Source: an optimization exercise on an open RTL-to-GDS flow (aim: small area). Production flows keep margins and buffers that such runs may drop.
In this exercise RTL edits were held to simulation tests only and were not proved equivalent to the original.
The clock input has no modelled driver; a real chip could not lean on it and would need a root buffer or a full tree.
No activity file was given, so power comes from the tool's default toggle rates.

==> run G <==
## pipe_make
module pipe_make(
		input clk,
		input rst,
		input [2:0] colour,
		input [7:0] in_x,
		input [6:0] in_y,
		input [7:0] width,
		input [6:0] height,
		input go_draw,
		input [3:0] pipe_type,
		output finish_draw,
		output [7:0] out_x,
		output [6:0] out_y,
		output [2:0] out_colour
	);
==> module pipe_make, before the edit <==
module pipe_make(
		input clk,
		input rst,
		input [2:0] colour,
		input [7:0] in_x,
		input [6:0] in_y,
		input [7:0] width,
		input [6:0] height,
		input go_draw,
		input [3:0] pipe_type,
		output finish_draw,
		output [7:0] out_x,
		output [6:0] out_y,
		output [2:0] out_colour
	);
	wire [2:0] s = (pipe_type > 4'd5) ? 3'd0 : pipe_type[2:0];
	wire [1:0] cnt [0:5];
	wire [5:0] fin, v1, v2;
	wire [4:0] t5 [0:5];
	wire [2:0] u5 [0:5];
	wire [1:0] m3 [0:5];
	wire [2:0] y7 [0:5];
	genvar i;
	generate
		for (i = 0; i < 6; i = i + 1) begin : shape
			pm_shape #(.KIND(i == 0 ? 0 : i == 1 ? 1 : 2)) u(
				.clk(clk), .rst(rst), .go(go_draw && s == i),
				.cnt(cnt[i]), .fin(fin[i]), .v1(v1[i]), .v2(v2[i]),
				.t5(t5[i]), .u5(u5[i]), .m3o(m3[i]), .y7o(y7[i]));
		end
	endgenerate
	wire [1:0] c = cnt[s];
	wire [4:0] t = {t5[1][4] & (s == 3'd1), t5[s][3:0]};
	wire [2:0] u = u5[s];
	wire [1:0] m = m3[s];
	wire [2:0] y = y7[s];
	wire ver = (s == 3'd0);
	wire hor = (s == 3'd1);
	wire right = (s == 3'd3) || (s == 3'd5);
	wire down = (s == 3'd4) || (s == 3'd5);
	reg [6:0] j;
	reg [2:0] m6;
	reg [2:0] dx;
	reg [3:0] dy;
	reg zero, green;
	always @(*) begin
		j = 7'd0; m6 = 3'd0;
		zero = 1'b0; green = 1'b0;
		m6 = (t[0] ? 3'd3 : 3'd0) + (m == 2'd1 ? 3'd4 : m == 2'd2 ? 3'd2 : 3'd0);
		if (m6 >= 3'd6) m6 = m6 - 3'd6;
		case (c)
			2'd0: begin  
				dx = 3'd4; dy = 4'd4; green = 1'b1;
			end
			2'd1: begin  
				dx = t[2:0]; dy = {u, t[3]}; zero = (u == 3'd7);
			end
			2'd2: begin  
				zero = !v1[s]; green = v1[s];
				if (ver) begin         
					j = {u, t[3:0]} + 7'd38;
					if (j >= 7'd80) j = j - 7'd80;
					if (j >= 7'd40) j = j - 7'd40;
					dx = 3'd2 + j[1:0]; dy = j[5:2];
				end else if (hor) begin  
					j = {2'b0, t} - 7'd18;
					dx = j[2:0]; dy = 4'd3 + j[4:3];
				end else begin           
					dx = (right ? 3'd2 : 3'd0) + m6;
					dy = (down ? 4'd3 : 4'd0) + y;
				end
			end
			default: begin  
				zero = !v2[s];
				if (ver || hor) begin    
					dx = {2'b0, t[0]}; dy = 4'd0;
				end else begin           
					dx = (right ? 3'd6 : 3'd0) + m6[0];
					dy = (down ? 4'd7 : 4'd0) + ((m6 >= 3'd2) ? (m6 - 3'd2) >> 1 : (m6 + 3'd4) >> 1);
				end
			end
		endcase
	end
	reg [7:0] px;
	reg [6:0] py;
	always @(posedge clk) begin
		px <= in_x;
		py <= in_y;
	end
	wire [7:0] sx = ((c == 2'd0) ? in_x : px) + dx;
	wire [6:0] sy = ((c == 2'd0) ? in_y : py) + dy;
	assign finish_draw = fin[s];
	assign out_x = zero ? 8'd0 : sx;
	assign out_y = zero ? 7'd0 : sy;
	assign out_colour = {1'b0, green, 1'b0};
endmodule
export LEC_CHECK = 0
export CAP_MARGIN = 20
export CORE_MARGIN = 2
export CORE_UTILIZATION = 40
export SLEW_MARGIN = 20
create_clock -name core_clock -period 10.0 [get_ports {clk}]
standard.sh (not shown) runs the stock make flow with config.mk's settings and CLKGATE_MAP_FILE= SYNTH_SCRIPT=/design/flow/synth_recipe.tcl, a recipe that flattens the netlist after the stock synthesis.
==> flow/flow/run.sh <==
#!/bin/bash
# Own layout flow: the standard ORFS flow (standard.sh) with these changes
# to how the layout is made:
#  - synthesis (flow/synth.tcl) is the standard synthesis script, but
#    adders are left to ABC instead of being mapped to the library's adder
#    cells first (ADDER_MAP_FILE empty), and ABC uses an area-oriented script;
#    registers, their names and cell types are those of the standard synthesis;
#  - the port buffers are the smallest buffer (buf_1) instead of a delay cell;
#  - the clock tree is built by flow/cts_manual.tcl instead of TritonCTS:
#    the clock port drives one root buffer (clkbuf_8), which drives a few
#    clkbuf_16 leaf buffers, each placed at the centre of a group of nearby
#    flip-flops (balanced k-means) and driving their clock pins. It uses the
#    fewest leaves (5 to 9) whose estimated worst clock-pin slew is within
#    112 ps; ORFS's cts.tcl then legalises the buffers and repairs timing.
# The make output goes to flow_make.log; each ORFS step logs to orfs/logs/.
set -euo pipefail
export OWN_WORK_DIR="$(pwd)"
export OWN_FLOW_DIR="$(pwd)/flow"
export OWN_CTS_LEAVES=5
export OWN_CTS_MAX_LEAVES=9
export OWN_CTS_TRIES=16
export OWN_CTS_SLEW=0.112
export OWN_CTS_CELL=sky130_fd_sc_hd__clkbuf_16
export OWN_CTS_ROOT=sky130_fd_sc_hd__clkbuf_8
bash standard.sh \
  SYNTH_SCRIPT="$OWN_FLOW_DIR/synth.tcl" \
  ADDER_MAP_FILE= \
  "BUFFER_PORTS_ARGS=-buffer_cell sky130_fd_sc_hd__buf_1" \
  PRE_CTS_TCL="$OWN_FLOW_DIR/cts_manual.tcl" \
  finish > flow_make.log 2>&1
Other scripts of this flow, unchanged in this note and not shown: flow/flow/abc_area.script, flow/flow/cts_manual.tcl, flow/flow/synth.tcl
==> run M: changes against run G <==
--- a/flow/design.v
+++ b/flow/design.v
@@ -158,12 +158,6 @@
 		endcase
 	end
-	reg [7:0] px;
-	reg [6:0] py;
-	always @(posedge clk) begin
-		px <= in_x;
-		py <= in_y;
-	end
-	wire [7:0] sx = ((c == 2'd0) ? in_x : px) + dx;
-	wire [6:0] sy = ((c == 2'd0) ? in_y : py) + dy;
+	wire [7:0] sx = in_x + dx;
+	wire [6:0] sy = in_y + dy;
 	assign finish_draw = fin[s];
 	assign out_x = zero ? 8'd0 : sx;
--- a/flow/flow/run.sh
+++ b/flow/flow/run.sh
@@ -7,10 +7,6 @@
 #    registers, their names and cell types are those of the standard synthesis;
 #  - the port buffers are the smallest buffer (buf_1) instead of a delay cell;
-#  - the clock tree is built by flow/cts_manual.tcl instead of TritonCTS:
-#    the clock port drives one root buffer (clkbuf_8), which drives a few
-#    clkbuf_16 leaf buffers, each placed at the centre of a group of nearby
-#    flip-flops (balanced k-means) and driving their clock pins. It uses the
-#    fewest leaves (5 to 9) whose estimated worst clock-pin slew is within
-#    112 ps; ORFS's cts.tcl then legalises the buffers and repairs timing.
+#  - the clock tree is built by flow/cts_manual.tcl: the clock port drives
+#    a few clock buffers, each driving a group of nearby flip-flops.
 # The make output goes to flow_make.log; each ORFS step logs to orfs/logs/.
 set -euo pipefail
- CORE_UTILIZATION: 40 -> 55
==> run H: changes against run G <==
--- a/flow/design.v
+++ b/flow/design.v
@@ -158,12 +158,6 @@
 		endcase
 	end
-	reg [7:0] px;
-	reg [6:0] py;
-	always @(posedge clk) begin
-		px <= in_x;
-		py <= in_y;
-	end
-	wire [7:0] sx = ((c == 2'd0) ? in_x : px) + dx;
-	wire [6:0] sy = ((c == 2'd0) ? in_y : py) + dy;
+	wire [7:0] sx = in_x + dx;
+	wire [6:0] sy = in_y + dy;
 	assign finish_draw = fin[s];
 	assign out_x = zero ? 8'd0 : sx;
--- a/flow/flow/run.sh
+++ b/flow/flow/run.sh
@@ -7,10 +7,6 @@
 #    registers, their names and cell types are those of the standard synthesis;
 #  - the port buffers are the smallest buffer (buf_1) instead of a delay cell;
-#  - the clock tree is built by flow/cts_manual.tcl instead of TritonCTS:
-#    the clock port drives one root buffer (clkbuf_8), which drives a few
-#    clkbuf_16 leaf buffers, each placed at the centre of a group of nearby
-#    flip-flops (balanced k-means) and driving their clock pins. It uses the
-#    fewest leaves (5 to 9) whose estimated worst clock-pin slew is within
-#    112 ps; ORFS's cts.tcl then legalises the buffers and repairs timing.
+#  - the clock tree is built by flow/cts_manual.tcl: the clock port drives
+#    a few clock buffers, each driving a group of nearby flip-flops.
 # The make output goes to flow_make.log; each ORFS step logs to orfs/logs/.
 set -euo pipefail
@@ -26,4 +22,5 @@
   SYNTH_SCRIPT="$OWN_FLOW_DIR/synth.tcl" \
   ADDER_MAP_FILE= \
+  SYNTH_INSBUF=0 \
   "BUFFER_PORTS_ARGS=-buffer_cell sky130_fd_sc_hd__buf_1" \
   PRE_CTS_TCL="$OWN_FLOW_DIR/cts_manual.tcl" \
==> comparison table <==
Most common cell after layout, fill and taps aside: run G dfxtp_1; run H nand2_1; run M nand2_1
Clock skew: run G 0.00915 ns; run H 0.00933 ns; run M 0.0130 ns
Setup Slack @ Placement: run G 0.452 ns; run H 0.451 ns; run M 0.581 ns
Fraction of the yosys area taken by sequential cells: run G 0.414; run H 0.402; run M 0.401
Cell area after layout: run G 8180 µm²; run H 7640 µm²; run M 7580 µm²
Starting DRT DRC Count: run G 607; run H 577; run M 660
Met3 wirelength from detailed routing: run G 789 µm; run H 1120 µm; run M 1150 µm
Post-synth design cell area: run G 7500 µm²; run H 6970 µm²; run M 6990 µm²
Reported sequential group power: run G 1.13 mW; run H 1.07 mW; run M 1.07 mW
Met2 routed WL: run G 8430 µm; run H 7620 µm; run M 8280 µm
Sum of routed wire length over all layers: run G 19100 µm; run H 18300 µm; run M 18400 µm
Area share of the largest cell type after synthesis: run G 0.414; run H 0.402; run M 0.401
Run status: run G no timing/DRC/antenna violations; run H no timing/DRC/antenna violations; run M no timing/DRC/antenna violations
Seq cells: run G 155; run H 140; run M 140
Routed vias: run G 6834; run H 6626; run M 6738
Data arrival time of the critical path: run G 7.46 ns; run H 7.37 ns; run M 7.37 ns
Met1 Resource Use GR: run G 0.273; run H 0.295; run M 0.381
Number of stages on the worst setup path: run G 28; run H 28; run M 29
In every run of this note, the design's own scripts or RTL, not TritonCTS, make the clock network.

* * *

==> inputs of amber <==
pipe_make, a different RTL version from the one above (not shown whole).
==> module pm_shape, before the edit <==
module pm_shape #(
		parameter KIND = 0            
	) (
		input clk,
		input rst,
		input go,
		output reg [1:0] cnt,         
		output reg fin,
		output v1,                    
		output v2,                    
		output [4:0] t5,              
		output reg [2:0] u5,
		output [1:0] m3o,
		output [2:0] y7o
	);
	reg [1:0] m3;
	reg [2:0] y7;
	assign m3o = (KIND == 2) ? m3 : 2'd0;
	assign y7o = (KIND == 2) ? y7 : 3'd0;
	localparam N = (KIND == 0) ? 13 : (KIND == 1) ? 15 : 11;
	reg [1:0]  ph;
	wire run = (ph != 2'd0);
	assign v1 = ph[1];
	assign v2 = (ph == 2'd3);
	reg [N-1:0] T;
	assign t5 = T[4:0];
	reg f0, f1, f2, set1, set2;
	always @(*) begin
		f0 = (T[8:0] == 9'd336) && (u5 == 3'd0);             
		set1 = (T[8:0] == 9'd337) && (u5 == 3'd0);           
		case (KIND)
			0: begin  
				f1 = (T == 13'd4826) && (u5 == 3'd2);        
				set2 = (T == 13'd4827) && (u5 == 3'd2);
				f2 = v2 && (T[10:0] == 11'd86);              
			end
			1: begin  
				f1 = (T == 15'd23794);                       
				set2 = (T == 15'd23795);
				f2 = v2 && (T[10:0] == 11'd622);             
			end
			default: begin  
				f1 = (T[10:0] == 11'd84) && (m3 == 2'd0) && (y7 == 3'd0);   
				set2 = (T[10:0] == 11'd85) && (m3 == 2'd1) && (y7 == 3'd0);
				f2 = v2 && (T[10:0] == 11'd196) && (m3 == 2'd2);           
			end
		endcase
	end
	wire start = go & !run;
	always @(posedge clk) begin
		if (start) begin
			T <= {N{1'b1}}; u5 <= 3'd7; m3 <= 2'd3; y7 <= 3'd4;
		end else begin
			T <= T + 1'b1;
			if (&T[3:0]) u5 <= (u5 == 3'd4) ? 3'd0 : u5 + 1'b1;
			m3 <= (m3 == 2'd2) ? 2'd0 : m3 + 1'b1;
			if (T[0] && m3 == 2'd2) y7 <= (y7 == 3'd6) ? 3'd0 : y7 + 1'b1;
		end
		case (ph)
			2'd0: if (go) ph <= 2'd1;
			2'd1: if (set1) ph <= 2'd2;
			2'd2: if (set2) ph <= 2'd3;
			default: ;
		endcase
		fin <= 1'b0;
		case (cnt)
			2'd0: if (go) cnt <= 2'd1;
			2'd1: if (f0) cnt <= 2'd2;
			2'd2: if (f1) cnt <= 2'd3;
			2'd3: if (f2) begin cnt <= 2'd0; fin <= 1'b1; end
		endcase
		if (rst) begin
			ph <= 2'd0; cnt <= 2'd0; fin <= 1'b0;
		end
	end
endmodule
==> module pipe_make, before the edit <==
module pipe_make(
		input clk,
		input rst,
		input [2:0] colour,
		input [7:0] in_x,
		input [6:0] in_y,
		input [7:0] width,
		input [6:0] height,
		input go_draw,
		input [3:0] pipe_type,
		output finish_draw,
		output [7:0] out_x,
		output [6:0] out_y,
		output [2:0] out_colour
	);
	wire [2:0] s = (pipe_type > 4'd5) ? 3'd0 : pipe_type[2:0];
	wire [1:0] cnt [0:5];
	wire [5:0] fin, v1, v2;
	wire [4:0] t5 [0:5];
	wire [2:0] u5 [0:5];
	wire [1:0] m3 [0:5];
	wire [2:0] y7 [0:5];
	genvar i;
	generate
		for (i = 0; i < 6; i = i + 1) begin : shape
			pm_shape #(.KIND(i == 0 ? 0 : i == 1 ? 1 : 2)) u(
				.clk(clk), .rst(rst), .go(go_draw && s == i),
				.cnt(cnt[i]), .fin(fin[i]), .v1(v1[i]), .v2(v2[i]),
				.t5(t5[i]), .u5(u5[i]), .m3o(m3[i]), .y7o(y7[i]));
		end
	endgenerate
	wire [1:0] c = cnt[s];
	wire [4:0] t = t5[s];
	wire [2:0] u = u5[s];
	wire [1:0] m = m3[s];
	wire [2:0] y = y7[s];
	wire ver = (s == 3'd0);
	wire hor = (s == 3'd1);
	wire right = (s == 3'd3) || (s == 3'd5);
	wire down = (s == 3'd4) || (s == 3'd5);
	reg [6:0] j;
	reg [2:0] m6;
	reg [2:0] dx;
	reg [3:0] dy;
	reg zero, green;
	always @(*) begin
		j = 7'd0; m6 = 3'd0;
		zero = 1'b0; green = 1'b0;
		m6 = (t[0] ? 3'd3 : 3'd0) + (m == 2'd1 ? 3'd4 : m == 2'd2 ? 3'd2 : 3'd0);
		if (m6 >= 3'd6) m6 = m6 - 3'd6;
		case (c)
			2'd0: begin  
				dx = 3'd4; dy = 4'd4; green = 1'b1;
			end
			2'd1: begin  
				dx = t[2:0]; dy = {u, t[3]}; zero = (u == 3'd7);
			end
			2'd2: begin  
				zero = !v1[s]; green = v1[s];
				if (ver) begin         
					j = {u, t[3:0]} + 7'd38;
					if (j >= 7'd80) j = j - 7'd80;
					if (j >= 7'd40) j = j - 7'd40;
					dx = 3'd2 + j[1:0]; dy = j[5:2];
				end else if (hor) begin  
					j = {2'b0, t} - 7'd18;
					dx = j[2:0]; dy = 4'd3 + j[4:3];
				end else begin           
					dx = (right ? 3'd2 : 3'd0) + m6;
					dy = (down ? 4'd3 : 4'd0) + y;
				end
			end
			default: begin  
				zero = !v2[s];
				if (ver || hor) begin    
					dx = {2'b0, t[0]}; dy = 4'd0;
				end else begin           
					dx = (right ? 3'd6 : 3'd0) + m6[0];
					dy = (down ? 4'd7 : 4'd0) + ((m6 >= 3'd2) ? (m6 - 3'd2) >> 1 : (m6 + 3'd4) >> 1);
				end
			end
		endcase
	end
	wire [7:0] sx = in_x + dx;
	wire [6:0] sy = in_y + dy;
	assign finish_draw = fin[s];
	assign out_x = zero ? 8'd0 : sx;
	assign out_y = zero ? 7'd0 : sy;
	assign out_colour = {1'b0, green, 1'b0};
endmodule
clock: 10.0 ns
lec_check: 0
cap_margin: 20
core_margin: 2
core_utilization: 40
gpl_timing_driven: 0
slew_margin: 20
==> flow/flow/run.sh <==
#!/bin/bash
# Own layout flow: the standard ORFS flow (standard.sh) with these changes
# to how the layout is made:
#  - synthesis (flow/synth.tcl) is the standard synthesis script, but
#    adders are left to ABC instead of being mapped to the library's adder
#    cells first (ADDER_MAP_FILE empty), and ABC uses an area-oriented script;
#    registers, their names and cell types are those of the standard synthesis;
#  - the port buffers are the smallest buffer (buf_1) instead of a delay cell;
#  - the clock tree is built by flow/cts_manual.tcl: the clock port drives
#    a few clock buffers, each driving a group of nearby flip-flops.
# The make output goes to flow_make.log; each ORFS step logs to orfs/logs/.
set -euo pipefail
export OWN_WORK_DIR="$(pwd)"
export OWN_FLOW_DIR="$(pwd)/flow"
export OWN_CTS_LEAVES=5
export OWN_CTS_CELL=sky130_fd_sc_hd__clkbuf_16
export OWN_CTS_ROOT=sky130_fd_sc_hd__clkbuf_8
bash standard.sh \
  SYNTH_SCRIPT="$OWN_FLOW_DIR/synth.tcl" \
  ADDER_MAP_FILE= \
  "BUFFER_PORTS_ARGS=-buffer_cell sky130_fd_sc_hd__buf_1" \
  PRE_CTS_TCL="$OWN_FLOW_DIR/cts_manual.tcl" \
  finish > flow_make.log 2>&1
==> flow/flow/cts_manual.tcl <==
# Clock tree by hand: the clock port drives a few clock buffers (directly, or
# through one root buffer), each placed at the centre of a group of
# flip-flops found by balanced k-means on their positions, and each driving the clock
# pins of its group. ORFS's cts.tcl then
# legalises the buffers and repairs timing as usual.
rename clock_tree_synthesis orfs_clock_tree_synthesis
proc clock_tree_synthesis {args} {
  set nleaf $::env(OWN_CTS_LEAVES)
  set cell $::env(OWN_CTS_CELL)
  set db [ord::get_db]
  set block [ord::get_db_block]
  set clknet [$block findNet clk]
  set sinks {}
  set xs {}
  set ys {}
  foreach it [$clknet getITerms] {
    set inst [$it getInst]
    set bb [$inst getBBox]
    lappend sinks $it
    lappend xs [expr {([$bb xMin] + [$bb xMax]) / 2.0}]
    lappend ys [expr {([$bb yMin] + [$bb yMax]) / 2.0}]
  }
  set n [llength $sinks]
  puts "manual cts: $n sinks, $nleaf leaves of $cell"
  # k-means, started from sinks spread along x
  set order [lsort -real -indices $xs]
  set cx {}
  set cy {}
  for {set k 0} {$k < $nleaf} {incr k} {
    set i [lindex $order [expr {int(($k + 0.5) * $n / $nleaf)}]]
    lappend cx [lindex $xs $i]
    lappend cy [lindex $ys $i]
  }
  # balanced k-means: each group takes at most ceil(n / nleaf) flip-flops;
  # sinks are handed out nearest pair first
  set cap [expr {($n + $nleaf - 1) / $nleaf}]
  set asg {}
  for {set iter 0} {$iter < 30} {incr iter} {
    set pairs {}
    for {set i 0} {$i < $n} {incr i} {
      for {set k 0} {$k < $nleaf} {incr k} {
        set dx [expr {[lindex $xs $i] - [lindex $cx $k]}]
        set dy [expr {[lindex $ys $i] - [lindex $cy $k]}]
        lappend pairs [list [expr {$dx * $dx + $dy * $dy}] $i $k]
      }
    }
    set pairs [lsort -real -index 0 $pairs]
    set asg [lrepeat $n -1]
    set used [lrepeat $nleaf 0]
    foreach p $pairs {
      lassign $p d i k
      if {[lindex $asg $i] >= 0} continue
      if {[lindex $used $k] >= $cap} continue
      lset asg $i $k
      lset used $k [expr {[lindex $used $k] + 1}]
    }
    for {set k 0} {$k < $nleaf} {incr k} {
      set sx 0.0; set sy 0.0; set c 0
      for {set i 0} {$i < $n} {incr i} {
        if {[lindex $asg $i] == $k} {
          set sx [expr {$sx + [lindex $xs $i]}]
          set sy [expr {$sy + [lindex $ys $i]}]
          incr c
        }
      }
      if {$c > 0} {
        lset cx $k [expr {$sx / $c}]
        lset cy $k [expr {$sy / $c}]
      }
    }
  }
  set master [$db findMaster $cell]
  set leafdrv $clknet
  if {[info exists ::env(OWN_CTS_ROOT)] && $::env(OWN_CTS_ROOT) ne ""} {
    set rinst [odb::dbInst_create $block [$db findMaster $::env(OWN_CTS_ROOT)] "clkbuf_root"]
    set leafdrv [odb::dbNet_create $block "clk_root"]
    $leafdrv setSigType CLOCK
    [$rinst findITerm A] connect $clknet
    [$rinst findITerm X] connect $leafdrv
    set rx 0.0; set ry 0.0
    for {set k 0} {$k < $nleaf} {incr k} {
      set rx [expr {$rx + [lindex $cx $k] / $nleaf}]
      set ry [expr {$ry + [lindex $cy $k] / $nleaf}]
    }
    $rinst setLocation [expr {int($rx)}] [expr {int($ry)}]
    $rinst setPlacementStatus PLACED
  }
  for {set k 0} {$k < $nleaf} {incr k} {
    set inst [odb::dbInst_create $block $master "clkbuf_leaf_$k"]
    set net [odb::dbNet_create $block "clk_leaf_$k"]
    $net setSigType CLOCK
    [$inst findITerm A] connect $leafdrv
    [$inst findITerm X] connect $net
    set cnt 0
    for {set i 0} {$i < $n} {incr i} {
      if {[lindex $asg $i] == $k} {
        set it [lindex $sinks $i]
        $it disconnect
        $it connect $net
        incr cnt
      }
    }
    $inst setLocation [expr {int([lindex $cx $k])}] [expr {int([lindex $cy $k])}]
    $inst setPlacementStatus PLACED
    puts "manual cts: leaf $k drives $cnt sinks"
  }
  $clknet setSigType CLOCK
  set_propagated_clock [all_clocks]
}
Other scripts of this flow, unchanged in this note and not shown: flow/flow/abc_area.script, flow/flow/synth.tcl
==> inputs of zinc, as changes to amber <==
--- a/flow/design.v
+++ b/flow/design.v
@@ -20,7 +20,7 @@
 	localparam N = (KIND == 0) ? 13 : (KIND == 1) ? 15 : 11;
 	reg [1:0]  ph;
-	wire run = (ph != 2'd0);
+	wire run = ph[0] | ph[1];
 	assign v1 = ph[1];
-	assign v2 = (ph == 2'd3);
+	assign v2 = ph[1] & !ph[0];
 	reg [N-1:0] T;
 	assign t5 = T[4:0];
@@ -58,7 +58,7 @@
 		end
 		case (ph)
-			2'd0: if (go) ph <= 2'd1;
-			2'd1: if (set1) ph <= 2'd2;
-			2'd2: if (set2) ph <= 2'd3;
+			2'b00: if (go) ph <= 2'b01;
+			2'b01: if (set1) ph <= 2'b11;
+			2'b11: if (set2) ph <= 2'b10;
 			default: ;
 		endcase
@@ -107,5 +107,5 @@
 	endgenerate
 	wire [1:0] c = cnt[s];
-	wire [4:0] t = t5[s];
+	wire [4:0] t = {t5[1][4] & (s == 3'd1), t5[s][3:0]};
 	wire [2:0] u = u5[s];
 	wire [1:0] m = m3[s];
--- a/flow/flow/run.sh
+++ b/flow/flow/run.sh
@@ -14,4 +14,7 @@
 export OWN_FLOW_DIR="$(pwd)/flow"
 export OWN_CTS_LEAVES=5
+export OWN_CTS_MAX_LEAVES=9
+export OWN_CTS_TRIES=16
+export OWN_CTS_SLEW=0.112
 export OWN_CTS_CELL=sky130_fd_sc_hd__clkbuf_16
 export OWN_CTS_ROOT=sky130_fd_sc_hd__clkbuf_8
@@ -19,4 +22,5 @@
   SYNTH_SCRIPT="$OWN_FLOW_DIR/synth.tcl" \
   ADDER_MAP_FILE= \
+  RECOVER_POWER=100 \
   "BUFFER_PORTS_ARGS=-buffer_cell sky130_fd_sc_hd__buf_1" \
   PRE_CTS_TCL="$OWN_FLOW_DIR/cts_manual.tcl" \
--- a/flow/flow/cts_manual.tcl
+++ b/flow/flow/cts_manual.tcl
@@ -5,6 +5,6 @@
 # legalises the buffers and repairs timing as usual.
 rename clock_tree_synthesis orfs_clock_tree_synthesis
-proc clock_tree_synthesis {args} {
-  set nleaf $::env(OWN_CTS_LEAVES)
+set ::own_cts_id 0
+proc own_cts_build {nleaf mode} {
   set cell $::env(OWN_CTS_CELL)
   set db [ord::get_db]
@@ -14,5 +14,12 @@
   set xs {}
   set ys {}
+  # sinks in name order, so that every start is the same whatever the order
+  # of the net's pins
+  set byname {}
   foreach it [$clknet getITerms] {
+    lappend byname [list [[$it getInst] getName] $it]
+  }
+  foreach pair [lsort -index 0 $byname] {
+    set it [lindex $pair 1]
     set inst [$it getInst]
     set bb [$inst getBBox]
@@ -22,7 +29,21 @@
   }
   set n [llength $sinks]
-  puts "manual cts: $n sinks, $nleaf leaves of $cell"
-  # k-means, started from sinks spread along x
-  set order [lsort -real -indices $xs]
+  puts "manual cts: $n sinks, $nleaf leaves of $cell, start $mode"
+  # k-means start: sinks spread along x, y, x+y or x-y (modes 0-3), or
+  # picked at random (modes 4 and up, seeded by the mode)
+  set keys {}
+  expr {srand($mode + 1)}
+  for {set i 0} {$i < $n} {incr i} {
+    set x [lindex $xs $i]
+    set y [lindex $ys $i]
+    switch -- $mode {
+      0 { lappend keys $x }
+      1 { lappend keys $y }
+      2 { lappend keys [expr {$x + $y}] }
+      3 { lappend keys [expr {$x - $y}] }
+      default { lappend keys [expr {rand()}] }
+    }
+  }
+  set order [lsort -real -indices $keys]
   set cx {}
   set cy {}
@@ -73,6 +94,6 @@
   set leafdrv $clknet
   if {[info exists ::env(OWN_CTS_ROOT)] && $::env(OWN_CTS_ROOT) ne ""} {
-    set rinst [odb::dbInst_create $block [$db findMaster $::env(OWN_CTS_ROOT)] "clkbuf_root"]
-    set leafdrv [odb::dbNet_create $block "clk_root"]
+    set rinst [odb::dbInst_create $block [$db findMaster $::env(OWN_CTS_ROOT)] "clkbuf_root_${::own_cts_id}"]
+    set leafdrv [odb::dbNet_create $block "clk_root_${::own_cts_id}"]
     $leafdrv setSigType CLOCK
     [$rinst findITerm A] connect $clknet
@@ -87,6 +108,6 @@
   }
   for {set k 0} {$k < $nleaf} {incr k} {
-    set inst [odb::dbInst_create $block $master "clkbuf_leaf_$k"]
-    set net [odb::dbNet_create $block "clk_leaf_$k"]
+    set inst [odb::dbInst_create $block $master "clkbuf_leaf_${::own_cts_id}_$k"]
+    set net [odb::dbNet_create $block "clk_leaf_${::own_cts_id}_$k"]
     $net setSigType CLOCK
     [$inst findITerm A] connect $leafdrv
@@ -106,4 +127,61 @@
   }
   $clknet setSigType CLOCK
+}
+
+# Undo own_cts_build: every clock pin back on the clock port's net.
+proc own_cts_remove {} {
+  incr ::own_cts_id
+  set block [ord::get_db_block]
+  set clknet [$block findNet clk]
+  foreach inst [$block getInsts] {
+    set name [$inst getName]
+    if {[string match clkbuf_leaf_* $name] || [string match clkbuf_root_* $name]} {
+      odb::dbInst_destroy $inst
+    }
+  }
+  foreach net [$block getNets] {
+    set name [$net getName]
+    if {[string match clk_leaf_* $name] || [string match clk_root_* $name]} {
+      foreach it [$net getITerms] {
+        $it disconnect
+        $it connect $clknet
+      }
+      odb::dbNet_destroy $net
+    }
+  }
+}
+
+# The worst slew at a flip-flop clock pin, from placement parasitics.
+proc own_cts_worst_slew {} {
+  estimate_parasitics -placement
+  set worst 0
+  foreach pin [get_pins -hierarchical */CLK] {
+    set s [get_property $pin slew_max]
+    if {$s > $worst} { set worst $s }
+  }
+  return $worst
+}
+
+# Use the fewest leaf buffers (from OWN_CTS_LEAVES up) whose estimated worst
+# clock-pin slew is within OWN_CTS_SLEW ns; for each count try OWN_CTS_TRIES
+# k-means starts and keep the one with the lowest estimated slew.
+proc clock_tree_synthesis {args} {
   set_propagated_clock [all_clocks]
+  set nleaf $::env(OWN_CTS_LEAVES)
+  while 1 {
+    set best -1
+    set bestw 1e9
+    for {set mode 0} {$mode < $::env(OWN_CTS_TRIES)} {incr mode} {
+      own_cts_build $nleaf $mode
+      set w [own_cts_worst_slew]
+      puts "manual cts: $nleaf leaves, start $mode, estimated worst clock-pin slew $w"
+      own_cts_remove
+      if {$w < $bestw} { set bestw $w; set best $mode }
+    }
+    if {$bestw <= $::env(OWN_CTS_SLEW) || $nleaf >= $::env(OWN_CTS_MAX_LEAVES)} break
+    incr nleaf
+  }
+  own_cts_build $nleaf $best
+  set w [own_cts_worst_slew]
+  puts "manual cts: chose $nleaf leaves, start $best, estimated worst clock-pin slew $w"
 }
--- a/flow/config.mk
+++ b/flow/config.mk
@@ -9,4 +9,3 @@
 export CORE_MARGIN = 2
 export CORE_UTILIZATION = 40
-export GPL_TIMING_DRIVEN = 0
 export SLEW_MARGIN = 20
==> inputs of maple, as changes to amber <==
==> flow/flow/run.sh (replaced) <==
#!/bin/bash
# Own layout flow: the standard ORFS flow (standard.sh) with these changes
# to how the layout is made:
#  - synthesis (flow/synth.tcl) is the standard synthesis script, but
#    adders are left to ABC instead of being mapped to the library's adder
#    cells first (ADDER_MAP_FILE empty), and ABC uses an area-oriented script;
#    registers, their names and cell types are those of the standard synthesis;
#  - the port buffers are the smallest buffer (buf_1) instead of a delay cell;
#  - clock tree synthesis uses clkbuf_8 and no dummy loads.
# The make output goes to flow_make.log; each ORFS step logs to orfs/logs/.
set -euo pipefail
export OWN_WORK_DIR="$(pwd)"
export OWN_FLOW_DIR="$(pwd)/flow"
bash standard.sh \
  SYNTH_SCRIPT="$OWN_FLOW_DIR/synth.tcl" \
  ADDER_MAP_FILE= \
  "BUFFER_PORTS_ARGS=-buffer_cell sky130_fd_sc_hd__buf_1" \
  "CTS_ARGS=-sink_clustering_enable -repair_clock_nets -buf_list sky130_fd_sc_hd__clkbuf_4 sky130_fd_sc_hd__clkbuf_8 -root_buf sky130_fd_sc_hd__clkbuf_16 -dont_use_dummy_load" \
  finish > flow_make.log 2>&1
--- a/flow/config.mk
+++ b/flow/config.mk
@@ -9,4 +9,3 @@
 export CORE_MARGIN = 2
 export CORE_UTILIZATION = 40
-export GPL_TIMING_DRIVEN = 0
 export SLEW_MARGIN = 20
removed: flow/flow/cts_manual.tcl
==> results.py <==
metrics = {
    "logic_synthesis": {
        "synth_cell_types": 45,
        "yosys.area.top_type_share": 0.399,
        "synth.area.mux_share": 0,
        "yosys.area_share.adder": 0,
        "yosys-top-cells-count": "154 x nand2_1, 140 x dfxtp_1, 95 x nor2_1",
        "synth_simple_gate_area_frac": 0.315,
        "syn_inst": 906,
        "synth-xor-area-share": 0.0674,
    },
    "run_status": {
        "stop_stage": "clock tree synthesis",
        "status": "stopped before the end",
        "error": "[ERROR STA-0564] clock_tree_synthesis positional arguments not supported.",
    },
    "placed_design": {
        "place.gp.congestion": 0.998,
    },
}
-- figures above: maple

==> results.py <==
metrics = {
    "placed_design": {
        "dpl.hpwl_um": 13800,
        "place.gp.congestion": 0.916,
    },
    "setup_path": {
        "slowest_stage": "a21oi_4",
        "arrival_ns": 7.42,
    },
    "logic_synthesis": {
        "synth_simple_gate_area_frac": 0.315,
        "synth-xor-area-share": 0.0674,
        "syn_inst": 906,
        "yosys.area.top_type_share": 0.399,
        "yosys-top-cells-count": "154 x nand2_1, 140 x dfxtp_1, 95 x nor2_1",
        "yosys.area_share.adder": 0,
    },
    "cells_and_area": {
        "multi_input_area_share": 0.541,
        "syn_to_final_growth_pct": 10.6,
    },
    "pwr": {
        "switching_power_uw": 856,
    },
    "floorplanning": {
        "dieArea_um2": 18600,
    },
    "cts": {
        "ctsResizeCount": 2,
    },
    "run_status": {
        "status": "no timing/DRC/antenna violations",
    },
}
-- figures above: amber

==> results.py <==
metrics = {
    "placed_design": {
        "place.gp.congestion": 1.00,
    },
    "job": {
        "cap_violations": 1,
    },
    "run_status": {
        "status": "finished with violations",
        "violations": "max-capacitance violations, max-slew violations",
    },
    "logic_synthesis": {
        "syn_inst": 888,
        "yosys.area_share.adder": 0.00143,
        "synth-xor-area-share": 0.0701,
        "yosys.area.top_type_share": 0.401,
    },
    "sta": {
        "finalHoldViolCount": 0,
        "rsz0062_at_grt": "false",
        "drv_slew": 31,
    },
    "min_path": {
        "worstHoldEndpoint": "shape[4].u.T[0]",
    },
    "cells_and_area": {
        "multi_input_area_um2": 4130,
    },
}
-- figures above: zinc

In amber and zinc the design's own scripts or RTL, not TritonCTS, make the clock network.

separate check: timing with driven ports:
Ports are ideal in the flow. The routed layouts listed here were re-timed in OpenROAD.
Step 1 sets driving cells, clkbuf_16 on the clock port and buf_2 on the other inputs (assumed; they add their load-dependent delay and slew).
Step 2, shift: input delay + t, output delay - t, t = (earliest + latest rising clock arrival at the registers) / 2. This alone moves slack from input paths to output paths.
Slacks: ideal ports / drivers / drivers and shift; pairs: ideal ports / drivers.
run | t, ns | setup WS [ns] | worst setup path at the end | clock arrival spread, ns | pins driven straight from the clock port
run G | 0.472 | 0.540 / 0.519 / 0.519 | input to output | 0.010 / 0.010 | 1
run M | 0.443 | 0.634 / 0.593 / 0.593 | input to output | 0.013 / 0.013 | 1
run H | 0.458 | 0.629 / 0.606 / 0.606 | input to output | 0.010 / 0.009 | 1
amber | 0.444 | 0.577 / 0.525 / 0.525 | input to output | 0.015 / 0.014 | 1
zinc | 0.449 | 0.612 / 0.591 / 0.591 | input to output | 0.008 / 0.008 | 1
For amber, which loses most, drivers alone change the setup slack by -0.052 ns; drivers and shift together by -0.052 ns.
